What follows belongs to an exercise in optimizing a design on an open flow for small area, a short achievable clock period and few clock cycles; a production flow would make more cautious choices.
In this exercise RTL edits were held to simulation tests only and were not proved equivalent to the original.

## flow/config.mk

```make
export PLATFORM = sky130hd
export DESIGN_NAME = JAM
export DESIGN_NICKNAME = JAM
export VERILOG_FILES = /design/flow/design.v
export SDC_FILE = /design/flow/constraint.sdc
export NUM_CORES = 4
export LEC_CHECK = 0
export CAP_MARGIN = 20
export CORE_MARGIN = 2
export CORE_UTILIZATION = 40
export SLEW_MARGIN = 20
```

## flow/design.v

```verilog
module JAM (
input CLK,
input RST,
output reg [2:0] W,
output reg [2:0] J,
input [6:0] Cost,
output reg [3:0] MatchCount,
output reg [9:0] MinCost,
output reg Valid );
reg [7:0] k;
always @(posedge CLK or posedge RST) begin
    if (RST) k <= 0;
    else if (k != 137) k <= k + 1'b1;
end
reg [447:0] m;    
wire [7:0] km1 = k - 1'b1;
wire ld = (k >= 1) && (k <= 64);
integer i;
always @(posedge CLK) begin
    for (i = 0; i < 64; i = i + 1)
        if (i % 8 != 7) m[7*i +: 7] <= m[7*(i+1) +: 7];
        else m[7*i +: 7] <= (ld && km1[5:3] == i / 8) ? Cost : m[7*(i-7) +: 7];
end
always @(*) begin
    W = k[5:3];
    J = k[2:0];
    Valid = (k == 137);
end
reg [3:0] shp;
always @(posedge CLK or posedge RST) begin
    if (RST) shp <= 0;
    else case (k)
        8'd72: shp <= 1;
        8'd80: shp <= 2;
        8'd88: shp <= 3;
        8'd96: shp <= 4;
        8'd104: shp <= 5;
        8'd112: shp <= 6;
        8'd120: shp <= 7;
        8'd128: shp <= 8;
        8'd132: shp <= 9;
        default: ;
    endcase
end
reg [223:0] c;    
always @(*) begin
    case (shp)
    4'd0: begin
        c[0 +: 7] = m[0 +: 7];
        c[7 +: 7] = m[7 +: 7];
        c[14 +: 7] = m[14 +: 7];
        c[21 +: 7] = m[21 +: 7];
        c[28 +: 7] = m[56 +: 7];
        c[35 +: 7] = m[63 +: 7];
        c[42 +: 7] = m[70 +: 7];
        c[49 +: 7] = m[77 +: 7];
        c[56 +: 7] = m[112 +: 7];
        c[63 +: 7] = m[119 +: 7];
        c[70 +: 7] = m[126 +: 7];
        c[77 +: 7] = m[133 +: 7];
        c[84 +: 7] = m[168 +: 7];
        c[91 +: 7] = m[175 +: 7];
        c[98 +: 7] = m[182 +: 7];
        c[105 +: 7] = m[189 +: 7];
        c[112 +: 7] = m[266 +: 7];
        c[119 +: 7] = m[252 +: 7];
        c[126 +: 7] = m[259 +: 7];
        c[133 +: 7] = m[273 +: 7];
        c[140 +: 7] = m[322 +: 7];
        c[147 +: 7] = m[308 +: 7];
        c[154 +: 7] = m[315 +: 7];
        c[161 +: 7] = m[329 +: 7];
        c[168 +: 7] = m[378 +: 7];
        c[175 +: 7] = m[364 +: 7];
        c[182 +: 7] = m[371 +: 7];
        c[189 +: 7] = m[385 +: 7];
        c[196 +: 7] = m[434 +: 7];
        c[203 +: 7] = m[420 +: 7];
        c[210 +: 7] = m[427 +: 7];
        c[217 +: 7] = m[441 +: 7];
    end
    4'd1: begin
        c[0 +: 7] = m[0 +: 7];
        c[7 +: 7] = m[7 +: 7];
        c[14 +: 7] = m[14 +: 7];
        c[21 +: 7] = m[28 +: 7];
        c[28 +: 7] = m[56 +: 7];
        c[35 +: 7] = m[63 +: 7];
        c[42 +: 7] = m[70 +: 7];
        c[49 +: 7] = m[84 +: 7];
        c[56 +: 7] = m[112 +: 7];
        c[63 +: 7] = m[119 +: 7];
        c[70 +: 7] = m[126 +: 7];
        c[77 +: 7] = m[140 +: 7];
        c[84 +: 7] = m[168 +: 7];
        c[91 +: 7] = m[175 +: 7];
        c[98 +: 7] = m[182 +: 7];
        c[105 +: 7] = m[196 +: 7];
        c[112 +: 7] = m[266 +: 7];
        c[119 +: 7] = m[245 +: 7];
        c[126 +: 7] = m[259 +: 7];
        c[133 +: 7] = m[273 +: 7];
        c[140 +: 7] = m[322 +: 7];
        c[147 +: 7] = m[301 +: 7];
        c[154 +: 7] = m[315 +: 7];
        c[161 +: 7] = m[329 +: 7];
        c[168 +: 7] = m[378 +: 7];
        c[175 +: 7] = m[357 +: 7];
        c[182 +: 7] = m[371 +: 7];
        c[189 +: 7] = m[385 +: 7];
        c[196 +: 7] = m[434 +: 7];
        c[203 +: 7] = m[413 +: 7];
        c[210 +: 7] = m[427 +: 7];
        c[217 +: 7] = m[441 +: 7];
    end
    4'd2: begin
        c[0 +: 7] = m[0 +: 7];
        c[7 +: 7] = m[14 +: 7];
        c[14 +: 7] = m[21 +: 7];
        c[21 +: 7] = m[28 +: 7];
        c[28 +: 7] = m[56 +: 7];
        c[35 +: 7] = m[70 +: 7];
        c[42 +: 7] = m[77 +: 7];
        c[49 +: 7] = m[84 +: 7];
        c[56 +: 7] = m[112 +: 7];
        c[63 +: 7] = m[126 +: 7];
        c[70 +: 7] = m[133 +: 7];
        c[77 +: 7] = m[140 +: 7];
        c[84 +: 7] = m[168 +: 7];
        c[91 +: 7] = m[182 +: 7];
        c[98 +: 7] = m[189 +: 7];
        c[105 +: 7] = m[196 +: 7];
        c[112 +: 7] = m[231 +: 7];
        c[119 +: 7] = m[259 +: 7];
        c[126 +: 7] = m[266 +: 7];
        c[133 +: 7] = m[273 +: 7];
        c[140 +: 7] = m[287 +: 7];
        c[147 +: 7] = m[315 +: 7];
        c[154 +: 7] = m[322 +: 7];
        c[161 +: 7] = m[329 +: 7];
        c[168 +: 7] = m[343 +: 7];
        c[175 +: 7] = m[371 +: 7];
        c[182 +: 7] = m[378 +: 7];
        c[189 +: 7] = m[385 +: 7];
        c[196 +: 7] = m[399 +: 7];
        c[203 +: 7] = m[427 +: 7];
        c[210 +: 7] = m[434 +: 7];
        c[217 +: 7] = m[441 +: 7];
    end
    4'd3: begin
        c[0 +: 7] = m[0 +: 7];
        c[7 +: 7] = m[7 +: 7];
        c[14 +: 7] = m[21 +: 7];
        c[21 +: 7] = m[28 +: 7];
        c[28 +: 7] = m[56 +: 7];
        c[35 +: 7] = m[63 +: 7];
        c[42 +: 7] = m[77 +: 7];
        c[49 +: 7] = m[84 +: 7];
        c[56 +: 7] = m[112 +: 7];
        c[63 +: 7] = m[119 +: 7];
        c[70 +: 7] = m[133 +: 7];
        c[77 +: 7] = m[140 +: 7];
        c[84 +: 7] = m[168 +: 7];
        c[91 +: 7] = m[175 +: 7];
        c[98 +: 7] = m[189 +: 7];
        c[105 +: 7] = m[196 +: 7];
        c[112 +: 7] = m[238 +: 7];
        c[119 +: 7] = m[259 +: 7];
        c[126 +: 7] = m[266 +: 7];
        c[133 +: 7] = m[273 +: 7];
        c[140 +: 7] = m[294 +: 7];
        c[147 +: 7] = m[315 +: 7];
        c[154 +: 7] = m[322 +: 7];
        c[161 +: 7] = m[329 +: 7];
        c[168 +: 7] = m[350 +: 7];
        c[175 +: 7] = m[371 +: 7];
        c[182 +: 7] = m[378 +: 7];
        c[189 +: 7] = m[385 +: 7];
        c[196 +: 7] = m[406 +: 7];
        c[203 +: 7] = m[427 +: 7];
        c[210 +: 7] = m[434 +: 7];
        c[217 +: 7] = m[441 +: 7];
    end
    4'd4: begin
        c[0 +: 7] = m[0 +: 7];
        c[7 +: 7] = m[7 +: 7];
        c[14 +: 7] = m[14 +: 7];
        c[21 +: 7] = m[35 +: 7];
        c[28 +: 7] = m[56 +: 7];
        c[35 +: 7] = m[63 +: 7];
        c[42 +: 7] = m[70 +: 7];
        c[49 +: 7] = m[91 +: 7];
        c[56 +: 7] = m[112 +: 7];
        c[63 +: 7] = m[119 +: 7];
        c[70 +: 7] = m[126 +: 7];
        c[77 +: 7] = m[147 +: 7];
        c[84 +: 7] = m[168 +: 7];
        c[91 +: 7] = m[175 +: 7];
        c[98 +: 7] = m[182 +: 7];
        c[105 +: 7] = m[203 +: 7];
        c[112 +: 7] = m[252 +: 7];
        c[119 +: 7] = m[245 +: 7];
        c[126 +: 7] = m[266 +: 7];
        c[133 +: 7] = m[273 +: 7];
        c[140 +: 7] = m[308 +: 7];
        c[147 +: 7] = m[301 +: 7];
        c[154 +: 7] = m[322 +: 7];
        c[161 +: 7] = m[329 +: 7];
        c[168 +: 7] = m[364 +: 7];
        c[175 +: 7] = m[357 +: 7];
        c[182 +: 7] = m[378 +: 7];
        c[189 +: 7] = m[385 +: 7];
        c[196 +: 7] = m[420 +: 7];
        c[203 +: 7] = m[413 +: 7];
        c[210 +: 7] = m[434 +: 7];
        c[217 +: 7] = m[441 +: 7];
    end
    4'd5: begin
        c[0 +: 7] = m[0 +: 7];
        c[7 +: 7] = m[7 +: 7];
        c[14 +: 7] = m[21 +: 7];
        c[21 +: 7] = m[35 +: 7];
        c[28 +: 7] = m[56 +: 7];
        c[35 +: 7] = m[63 +: 7];
        c[42 +: 7] = m[77 +: 7];
        c[49 +: 7] = m[91 +: 7];
        c[56 +: 7] = m[112 +: 7];
        c[63 +: 7] = m[119 +: 7];
        c[70 +: 7] = m[133 +: 7];
        c[77 +: 7] = m[147 +: 7];
        c[84 +: 7] = m[168 +: 7];
        c[91 +: 7] = m[175 +: 7];
        c[98 +: 7] = m[189 +: 7];
        c[105 +: 7] = m[203 +: 7];
        c[112 +: 7] = m[238 +: 7];
        c[119 +: 7] = m[252 +: 7];
        c[126 +: 7] = m[266 +: 7];
        c[133 +: 7] = m[273 +: 7];
        c[140 +: 7] = m[294 +: 7];
        c[147 +: 7] = m[308 +: 7];
        c[154 +: 7] = m[322 +: 7];
        c[161 +: 7] = m[329 +: 7];
        c[168 +: 7] = m[350 +: 7];
        c[175 +: 7] = m[364 +: 7];
        c[182 +: 7] = m[378 +: 7];
        c[189 +: 7] = m[385 +: 7];
        c[196 +: 7] = m[406 +: 7];
        c[203 +: 7] = m[420 +: 7];
        c[210 +: 7] = m[434 +: 7];
        c[217 +: 7] = m[441 +: 7];
    end
    4'd6: begin
        c[0 +: 7] = m[0 +: 7];
        c[7 +: 7] = m[7 +: 7];
        c[14 +: 7] = m[42 +: 7];
        c[21 +: 7] = m[21 +: 7];
        c[28 +: 7] = m[56 +: 7];
        c[35 +: 7] = m[63 +: 7];
        c[42 +: 7] = m[98 +: 7];
        c[49 +: 7] = m[77 +: 7];
        c[56 +: 7] = m[112 +: 7];
        c[63 +: 7] = m[119 +: 7];
        c[70 +: 7] = m[154 +: 7];
        c[77 +: 7] = m[133 +: 7];
        c[84 +: 7] = m[168 +: 7];
        c[91 +: 7] = m[175 +: 7];
        c[98 +: 7] = m[210 +: 7];
        c[105 +: 7] = m[189 +: 7];
        c[112 +: 7] = m[238 +: 7];
        c[119 +: 7] = m[252 +: 7];
        c[126 +: 7] = m[259 +: 7];
        c[133 +: 7] = m[273 +: 7];
        c[140 +: 7] = m[294 +: 7];
        c[147 +: 7] = m[308 +: 7];
        c[154 +: 7] = m[315 +: 7];
        c[161 +: 7] = m[329 +: 7];
        c[168 +: 7] = m[350 +: 7];
        c[175 +: 7] = m[364 +: 7];
        c[182 +: 7] = m[371 +: 7];
        c[189 +: 7] = m[385 +: 7];
        c[196 +: 7] = m[406 +: 7];
        c[203 +: 7] = m[420 +: 7];
        c[210 +: 7] = m[427 +: 7];
        c[217 +: 7] = m[441 +: 7];
    end
    4'd7: begin
        c[0 +: 7] = m[0 +: 7];
        c[7 +: 7] = m[7 +: 7];
        c[14 +: 7] = m[42 +: 7];
        c[21 +: 7] = m[28 +: 7];
        c[28 +: 7] = m[56 +: 7];
        c[35 +: 7] = m[63 +: 7];
        c[42 +: 7] = m[98 +: 7];
        c[49 +: 7] = m[84 +: 7];
        c[56 +: 7] = m[112 +: 7];
        c[63 +: 7] = m[119 +: 7];
        c[70 +: 7] = m[154 +: 7];
        c[77 +: 7] = m[140 +: 7];
        c[84 +: 7] = m[168 +: 7];
        c[91 +: 7] = m[175 +: 7];
        c[98 +: 7] = m[210 +: 7];
        c[105 +: 7] = m[196 +: 7];
        c[112 +: 7] = m[238 +: 7];
        c[119 +: 7] = m[245 +: 7];
        c[126 +: 7] = m[259 +: 7];
        c[133 +: 7] = m[273 +: 7];
        c[140 +: 7] = m[294 +: 7];
        c[147 +: 7] = m[301 +: 7];
        c[154 +: 7] = m[315 +: 7];
        c[161 +: 7] = m[329 +: 7];
        c[168 +: 7] = m[350 +: 7];
        c[175 +: 7] = m[357 +: 7];
        c[182 +: 7] = m[371 +: 7];
        c[189 +: 7] = m[385 +: 7];
        c[196 +: 7] = m[406 +: 7];
        c[203 +: 7] = m[413 +: 7];
        c[210 +: 7] = m[427 +: 7];
        c[217 +: 7] = m[441 +: 7];
    end
    4'd8: begin
        c[0 +: 7] = m[0 +: 7];
        c[7 +: 7] = m[7 +: 7];
        c[14 +: 7] = m[28 +: 7];
        c[21 +: 7] = m[35 +: 7];
        c[28 +: 7] = m[56 +: 7];
        c[35 +: 7] = m[63 +: 7];
        c[42 +: 7] = m[84 +: 7];
        c[49 +: 7] = m[91 +: 7];
        c[56 +: 7] = m[112 +: 7];
        c[63 +: 7] = m[119 +: 7];
        c[70 +: 7] = m[140 +: 7];
        c[77 +: 7] = m[147 +: 7];
        c[84 +: 7] = m[168 +: 7];
        c[91 +: 7] = m[175 +: 7];
        c[98 +: 7] = m[196 +: 7];
        c[105 +: 7] = m[203 +: 7];
        c[112 +: 7] = m[238 +: 7];
        c[119 +: 7] = m[245 +: 7];
        c[126 +: 7] = m[266 +: 7];
        c[133 +: 7] = m[273 +: 7];
        c[140 +: 7] = m[294 +: 7];
        c[147 +: 7] = m[301 +: 7];
        c[154 +: 7] = m[322 +: 7];
        c[161 +: 7] = m[329 +: 7];
        c[168 +: 7] = m[350 +: 7];
        c[175 +: 7] = m[357 +: 7];
        c[182 +: 7] = m[378 +: 7];
        c[189 +: 7] = m[385 +: 7];
        c[196 +: 7] = m[406 +: 7];
        c[203 +: 7] = m[413 +: 7];
        c[210 +: 7] = m[434 +: 7];
        c[217 +: 7] = m[441 +: 7];
    end
    4'd9: begin
        c[0 +: 7] = m[0 +: 7];
        c[7 +: 7] = m[14 +: 7];
        c[14 +: 7] = m[42 +: 7];
        c[21 +: 7] = m[28 +: 7];
        c[28 +: 7] = m[56 +: 7];
        c[35 +: 7] = m[70 +: 7];
        c[42 +: 7] = m[98 +: 7];
        c[49 +: 7] = m[84 +: 7];
        c[56 +: 7] = m[112 +: 7];
        c[63 +: 7] = m[126 +: 7];
        c[70 +: 7] = m[154 +: 7];
        c[77 +: 7] = m[140 +: 7];
        c[84 +: 7] = m[168 +: 7];
        c[91 +: 7] = m[182 +: 7];
        c[98 +: 7] = m[210 +: 7];
        c[105 +: 7] = m[196 +: 7];
        c[112 +: 7] = m[231 +: 7];
        c[119 +: 7] = m[245 +: 7];
        c[126 +: 7] = m[259 +: 7];
        c[133 +: 7] = m[273 +: 7];
        c[140 +: 7] = m[287 +: 7];
        c[147 +: 7] = m[301 +: 7];
        c[154 +: 7] = m[315 +: 7];
        c[161 +: 7] = m[329 +: 7];
        c[168 +: 7] = m[343 +: 7];
        c[175 +: 7] = m[357 +: 7];
        c[182 +: 7] = m[371 +: 7];
        c[189 +: 7] = m[385 +: 7];
        c[196 +: 7] = m[399 +: 7];
        c[203 +: 7] = m[413 +: 7];
        c[210 +: 7] = m[427 +: 7];
        c[217 +: 7] = m[441 +: 7];
    end
    default: begin
        c = 224'bx;
    end
    endcase
end
localparam [23:0] PAIRS = {2'd2,2'd3, 2'd1,2'd3, 2'd1,2'd2, 2'd0,2'd3, 2'd0,2'd2, 2'd0,2'd1};
reg [7:0] pa_v [0:3][0:5];
reg       pa_d [0:3][0:5];    
reg [7:0] s0, s1;
integer g, e;
always @(posedge CLK) begin
    for (g = 0; g < 4; g = g + 1)
        for (e = 0; e < 6; e = e + 1) begin
            s0 = c[7*(8*g+PAIRS[4*e+2 +: 2]) +: 7] + c[7*(8*g+4+PAIRS[4*e +: 2]) +: 7];
            s1 = c[7*(8*g+PAIRS[4*e +: 2]) +: 7] + c[7*(8*g+4+PAIRS[4*e+2 +: 2]) +: 7];
            pa_v[g][e] <= (s1 < s0) ? s1 : s0;
            pa_d[g][e] <= (s1 == s0);
        end
end
reg [8:0] hb_v [0:1];
reg [3:0] hb_n [0:1];
reg [8:0] t [0:5];
reg [2:0] tn [0:5];
reg [8:0] bv;
reg [3:0] bn;
integer h, q;
always @(posedge CLK) begin
    for (h = 0; h < 2; h = h + 1) begin
        for (q = 0; q < 3; q = q + 1) begin
            t[2*q]    = pa_v[2*h][q] + pa_v[2*h+1][5-q];
            tn[2*q]   = (pa_d[2*h][q] ? 3'd2 : 3'd1) << pa_d[2*h+1][5-q];
            t[2*q+1]  = pa_v[2*h][5-q] + pa_v[2*h+1][q];
            tn[2*q+1] = (pa_d[2*h][5-q] ? 3'd2 : 3'd1) << pa_d[2*h+1][q];
        end
        bv = t[0];
        bn = {1'b0, tn[0]};
        for (q = 1; q < 6; q = q + 1) begin
            if (t[q] < bv) begin
                bv = t[q];
                bn = {1'b0, tn[q]};
            end
            else if (t[q] == bv) bn = bn + tn[q];
        end
        hb_v[h] <= bv;
        hb_n[h] <= bn;
    end
end
wire [9:0] tot = hb_v[0] + hb_v[1];
wire [3:0] totn = hb_n[0] * hb_n[1];
wire accum = (k >= 67) && (k < 137);
always @(posedge CLK or posedge RST) begin
    if (RST) begin
        MinCost <= 10'h3ff;
        MatchCount <= 0;
    end
    else if (accum) begin
        if (tot < MinCost) begin
            MinCost <= tot;
            MatchCount <= totn;
        end
        else if (tot == MinCost) MatchCount <= MatchCount + totn;
    end
end
endmodule
```

## flow/constraint.sdc

```tcl
create_clock -name core_clock -period 6.0 [get_ports {CLK}]
set_input_delay 1.2000 -clock core_clock [delete_from_list [all_inputs] [get_ports {CLK}]]
set_output_delay 1.2000 -clock core_clock [all_outputs]
set_load 0.01 [all_outputs]
```

## flow/run.sh

```bash
#!/bin/bash
# synth_recipe.tcl (not shown) runs the flow's synth.tcl, then flattens the netlist and writes it again
# the make line also repeats each setting of config.mk as NAME=value (left out here)
make -C /OpenROAD-flow-scripts/flow DESIGN_CONFIG=/design/flow/config.mk WORK_HOME=/design/flow/orfs CLKGATE_MAP_FILE= SYNTH_SCRIPT=/design/flow/synth_recipe.tcl finish
```

==> metrics.csv <==
stage,metric,value,unit
setup_path,required,6530,ps
sta,max-slew-margin-rel,30.00,%
route,drtIter0Drc,2468,
synth,avgSynthCellArea,9.508,um^2
floorplanning,io-pin-count,30,
clock_tree,clk_pin_slew_worst_paths,60,ps
global_route,grt_max_degree,29,
global_route,grtUsageTotal,23.56,%
clock_tree,cts_sinks,716,
outcome,outcome,"complete, but fails checks",
synth,ys_async_sr_fraction,3.631,%
synth,synth_fp_nets,5734,
synth,ys_seq_area_share,31.29,%
floorplanning,dieArea,118400,um^2
setup_path,max_stage_delay,370,ps
final_layout,final_core_util,48.96,%
global_route,grt_pass1_wl,213000,um
clock_tree,cts_buffers,79,
global_route,antenna_found_initial,3,
setup_path,crit_family,compound AO/OA/AOI/OAI gates,
route,drc,0,
place,place_ws,-3674,ps
sta,finalHoldViolCount,0,
sta,rsz0062_at_grt,yes,
route,drt_wl_total,140300,um
sta,fmax,0.1045,GHz
final_layout,instances_no_fill,6987,
route,dr.pass1.iters,9,
setup_path,critical_path_class,reg -> reg,
setup_path,arrival,10100,ps
final_layout,drive_above_1_share,19.95,%
sta,worst_slew_pin_slew,1046,ps
setup_path,path_max_fanout,7,
clock_tree,cts_tree,done,
route,avgViaCountPerCell,5.242,
outcome,so.violations,negative setup slack,
setup_path,cp_slowest_cell,a211o_4,
sta,final-max-slew-violation-count,0,
setup_path,worst_setup_path_end_kind,register,
sta,finalSetupViolCount,26,
synth,ys_warn_count,7,
setup_path,r2r-start,pa_v[23][1]$_DFF_P_,
floorplanning,die_w,344.1,um
setup_path,r2r_end,hb_v[1][0]$_DFF_P_,
synth,synth-main-ff-cell,dfxtp_1,
clock_tree,cts_root_buffer,clkbuf_16,
synth,synth-edff-count,0,
global_route,grt_pass1_vias,36450,
route,wl_per_cell,20.08,um
place,numPortBuffers,29,
synth,synth-seq-cells,716,
setup_path,ff2ff_path_depth,56,
final_layout,layout_commonest_cell,ha_1,
sta,finalWorstSetupSlack,-3574,ps
clock_tree,cts_buffer_depth,3,
final_layout,mostFrequentLayoutCells,"761 x ha_1, 683 x dfxtp_1, 517 x buf_4",
final_layout,stdcell_area,56060,um^2
hold_path,hp-start,m[163]$_DFF_P_,
floorplanning,start_util,40.41,%
job,cap_violations,0,
floorplanning,row_count,124,
place,dp.final_hpwl,113700,um
sta,fin_crit,9574,ps
global_route,overflow,0,
setup_path,cp_common_cell,a21oi_2,
setup_path,cp_num_buf_inv,3,
final_layout,n_antenna_cell,0,
route,num_vias,36620,
synth,syn-cell-area,46270,um^2
synth,syn_inst,4866,
hold_path,min_delay_path_depth,0,
route,ant_nets,0,
sta,finalCritPeriodShare,159.6,%
synth,ys_types,93,
hold_path,hp-class,reg -> reg,
hold_path,min_to,m[156]$_DFF_P_,
place,place_inst,6747,
final_layout,area_delta_synth_final,21.16,%
sta,skew,40.26,ps
floorplanning,coreArea,114500,um^2
clock_tree,worstSkewPairLatency,660,ps
setup_path,startpoint_type,register,
setup_path,r2r_slack,-3570,ps
final_layout,num-nets-final,6279,
clock_tree,htreeDepth,3,
floorplanning,die_h,344.1,um
place,place.gp.congestion,0.9439,
place,placed_area,51660,um^2
## worst register-to-register path, delay by kind of cell (launching register included)
kind                     cells  cell delay (ps)
multiplexers                 3              790
AO/OA/AOI/OAI               25             4340
flip-flops                   1              320
XOR/XNOR                     1              280
adder cells (fa/ha/maj)      6             1540
AND/OR/NAND/NOR             18             1830
buffers and inverters        3              340
## registers in the layout, indices dropped and copies added (netlist names)
name and cells:
k 8, pa_d 24, shp 4, hb_v 18, pa_v 192, m 448
MinCost 10, hb_n 8, MatchCount 4
## synth_stat cells (11+ instances only)
cell type    n  share of area, %
dfrtp_1     16              0.87
clkbuf_1    84              0.68
a222oi_1    76               1.6
nand3_1     20              0.22
o21ai_1     18              0.19
nor2b_1     56              0.76
mux2_2     185               4.5
a21oi_1    464               5.0
nand2_1    240               1.9
xor2_1      92               1.7
o21ai_0    166               1.8
xnor2_1    261               4.9
nand4_1     62              0.84
a31oi_1     13              0.18
o21bai_1   193               3.1
nor2_1     230               1.9
fa_1        72               3.1
inv_1      513               4.2
o21a_1      26              0.42
a22oi_1     27              0.44
and2_1      16              0.22
ha_1       787                21
a221o_1     11              0.24
nand2b_1    68              0.92
a21o_1     183               3.0
dfxtp_1    690                30
mux2i_1     98               2.1
nor3_1      27              0.29
## layer usage
| metal | global-route usage [%] | routed length, um | vias to the layer above |
|---|---|---|---|
| li1 | - | - | 18250 |
| met1 | 31.27 | 63170 | 17200 |
| met2 | 39.10 | 63950 | 926 |
| met3 | 3.224 | 7945 | 249 |
| met4 | 8.324 | 5219 | 0 |
| met5 | 0 | 0 | - |
## worst max path at each step
stage | end | cells past startpoint | slack [ps] | start
2_1_floorplan | hb_n[1][3]$_SDFF_PN0_ | 63 | -3490 | pa_v[18][0]$_DFF_P_
3_3_place_gp | hb_n[1][0]$_DFF_P_ | 60 | -3450 | pa_v[12][0]$_DFF_P_
3_5_place_dp | hb_v[1][2]$_DFF_P_ | 59 | -3670 | pa_v[18][0]$_DFF_P_
4_1_cts | hb_v[1][0]$_DFF_P_ | 57 | -3320 | pa_v[17][1]$_DFF_P_
5_1_grt | hb_v[1][0]$_DFF_P_ | 58 | -4060 | pa_v[23][1]$_DFF_P_
6_report | hb_v[1][0]$_DFF_P_ | 56 | -3570 | pa_v[23][1]$_DFF_P_
## kinds of logic after synthesis
family                     count (synthesis)  share of synthesized area (%)
muxes                                    285                          6.696
xor gates and xnor gates                 354                          6.717
AOI/OAI and AO/OA                       1262                          17.85
buffers and inverters                    620                          5.133
and+or+nand+nor                          769                          7.899
adders and majority gates                860                          24.42
DFF                                      716                          31.29
## stage by stage
step | hold WS, ps | TNS (ps)
floorplan | 309.6 | -84970
global placement | 310.2 | -85080
detailed placement | 312.1 | -90580
CTS | 322.9 | -83320
global route | 325.8 | -101990
finish | 322.7 | -88290
## final cells by class
class	instances	area, um^2
clock buffers	99	2205
clock inverters	46	641.9
fillers	10550	58440
inverters	513	1931
multi-input cells	3532	30440
flip-flops and latches	716	14490
well taps	1512	1892
repair buffers	569	4461
## what timing repair did
item                                    in CTS  in global routing
buffers inserted                            69                 27
hold buffers                                 0                  0
pin swaps                                   32                 61
gates resized for setup                     92                111
endpoints found under the setup margin      26                 41
gates cloned                                 2                  1
Testbench counts, summed over its fixed seeds: cycles 1,656.

==> afterwards: timing with drivers on the ports <==
No port has a modelled driver above. Below, the same layout with a new extraction and two added sets of constraints. Step 1 (the two cells are an assumption about what drives the block):
set clk [get_ports {CLK}]
set_driving_cell -lib_cell sky130_fd_sc_hd__clkbuf_16 $clk
set_driving_cell -lib_cell sky130_fd_sc_hd__buf_2 [delete_from_list [all_inputs] $clk]
Step 2 also shifts input and output timing later by t, the mid clock arrival at the registers, as if the neighbouring blocks saw the same clock. a / b / c = ideal ports / drivers / drivers and shift; a / b = the first two.
t (ns): 0.720
slack for setup (ns): -3.574 / -3.574 / -3.574
latest minus earliest clock arrival (ns): 0.046 / 0.047
slew at the worst register clock pin (ns): 0.07 / 0.07
The setup slack of this run moves by 0.000 ns with the drivers and by 0.000 ns with both steps.
